From an optimization exercise on the open Yosys and OpenROAD flow, aimed at a short achievable clock period and few clock cycles; shortcuts taken in it are not production practice.
The RTL was checked by simulation tests, not by an equivalence proof against the original design.

## P
// cpu
module cpu ( input clk,              
             input reset,            
             output [31:0] iaddr,    
             input [31:0] idata,     
             output [31:0] daddr,    
             input [31:0] drdata,    
             output [31:0] dwdata,   
             output [3:0] dwe        
           );
    localparam BW = 5;                  
    localparam CW = 6;                  
    reg  [31:0] pc;
    reg         d_v0, d_v1, d_pred0, d_pred1, d_hit0, d_hit1;
    reg  [1:0]  d_ctr0, d_ctr1;
    reg         d_fold;
    reg  [31:0] d_inst0, d_inst1, d_pc, d_pc1, d_ptgt, d_ptgt0, d_ptgt1;
    reg  [31:0] d_pc4r, d_pc14r;       
    reg         e_v0, e_v1, e_pred0, e_pred1, e_sfb;
    reg         e_hit0, e_hit1;
    reg  [1:0]  e_ctr0, e_ctr1;
    reg         e_jal0, e_jalr0, e_br0, e_ld0, e_st0, e_alu0, e_wen0;
    reg         e_jal1, e_jalr1, e_br1, e_ld1, e_st1, e_alu1, e_wen1;
    reg         e_useimm0, e_sub0, e_sra0, e_useimm1, e_sub1, e_sra1;
    reg  [2:0]  e_f30, e_f31;
    reg  [4:0]  e_rd0, e_rd1;
    reg  [31:0] e_pc, e_pc4, e_pc1, e_pc14, e_tgt0, e_tgt1, e_imm0, e_imm1, e_inst1;
    reg         e_fold;
    reg  [31:0] e_ptgt, e_ptgt0, e_ptgt1;
    reg  [31:0] e_tgt04, e_tgt14, e_pc8, e_pc18;
    reg  [31:0] e_c0, e_c1, e_ra0, e_rb0, e_ra1, e_rb1;
    reg  [2:0]  e_fa0, e_fb0, e_fa1, e_fb1;
    reg  [4:0]  e_fi0, e_fi1;
    reg  [8:0]  e_sel0, e_sel1;
    reg         m_wen0, m_wen1, m_ld0, m_ld1;
    reg  [4:0]  m_rd0, m_rd1;
    reg  [12:0] m_lsel;      
    reg  [31:0] m_res0, m_res1, m_addr, m_sdata;
    reg  [3:0]  m_mask;
    reg  [31:0] m_res0n, m_res1n;        
    reg  [31:BW+2] bt_tag [0:(1<<BW)-1];
  ...
Size in the first run: about 11000 flip-flops, ~170 I/O pins.
clock: 11.5 ns
lec_check: 0
cap_margin: 30
cell_pad_in_sites_detail_placement: 1
cell_pad_in_sites_global_placement: 1
core_margin: 2
core_utilization: 35
place_density: 0.5
setup_slack_margin: 4
slew_margin: 40
tns_end_percent: 25
standard.sh (not shown) runs the stock make flow with config.mk's settings and CLKGATE_MAP_FILE= SYNTH_SCRIPT=/design/flow/synth_recipe.tcl, a recipe that flattens the netlist after the stock synthesis.
==> flow/flow/run.sh <==
#!/bin/bash
# Standard ORFS flow (the standard.sh), with these changes:
#  - repair_timing aims well below the target period (larger setup margin),
#  - the reset and dwe pins are kept together on one edge, so that the
#    reset -> dwe gating path is short,
#  - antenna repair after detailed routing may take up to 20 rounds,
#  - if global routing fails on congestion after its timing repair, it is
#    run again without that repair.
set -euo pipefail
HERE=$(pwd)
sed -e 's/SETUP_SLACK_MARGIN=[^ ]*/SETUP_SLACK_MARGIN=6/' \
    -e "s|\"\${@:-finish}\"|MAX_REPAIR_ANTENNAS_ITER_DRT=20 IO_CONSTRAINTS=$HERE/flow/io.tcl \"\${@:-finish}\"|" \
    standard.sh > my_standard.sh
if ! bash my_standard.sh > flow_make.log 2>&1; then
    sed -i -e "s|IO_CONSTRAINTS=|SKIP_INCREMENTAL_REPAIR=1 IO_CONSTRAINTS=|" my_standard.sh
    bash my_standard.sh > flow_make2.log 2>&1
fi
==> flow/flow/io.tcl <==
set_io_pin_constraint -group -order -pin_names {dwe[0] dwe[1] reset dwe[2] dwe[3]}
The flow did not stop early for P: all stages ran, and the layout cleared the timing, design-rule and antenna checks.
Testbench counts of P, summed over its fixed seeds: cycles 723,595.
Inputs modified between P and Q:
-- flow/config.mk --
<<< P, line 11
export CORE_MARGIN = 2
export CORE_UTILIZATION = 35
export PLACE_DENSITY = 0.5
export SETUP_SLACK_MARGIN = 4
>>> Q, line 11
export CORE_MARGIN = 2
export CORE_UTILIZATION = 30
export PLACE_DENSITY = 0.45
export SETUP_SLACK_MARGIN = 4
==> comparison <==
- Number of CTS-inserted buffers (Q vs. P) increases by a few percent
- | non-clock buffer count | Q vs P | 4.5% higher |
- The lower number of non-filler instances in the completed layout of P and Q is in P.
- Register-to-register slack: Q higher than P
- Detailed placer's ending HPWL grows by a few percent when moving from P to Q.
- Between P and Q, violation count after the first detailed-routing iteration is higher for P, Q comes in under that.
- Q vs P, critical path launch point: boh[14] vs boh[28]
- The post-place setup slack reported for Q is greater than that of P by 0.27 ns.

re-timing with driven ports:
The flow's constraints put no driver on any port. The routed layouts listed below were extracted and timed again, unchanged, in two steps.
Step 1, drivers: a clkbuf_16 drives clk and a buf_2 each remaining input, both assumed.
Step 2, shift: input delay + t, output delay - t, t = (earliest + latest rising clock arrival at the registers) / 2. This alone moves slack from input paths to output paths.
Slacks: ideal / step 1 / step 2; pairs: ideal / step 1.
run	shift t [ns]	slack for setup (ns)	hold WS [ns]	worst setup path at the end
P	1.601	4.966 / 4.966 / 4.293	0.266 / 0.266 / 0.266	input to register
Q	1.607	5.372 / 5.372 / 4.366	0.317 / 0.317 / 0.317	input to register
After both steps every run listed still meets setup and hold. For Q, which loses most, drivers alone change the setup slack by 0.000 ns; drivers and shift together by -1.006 ns.
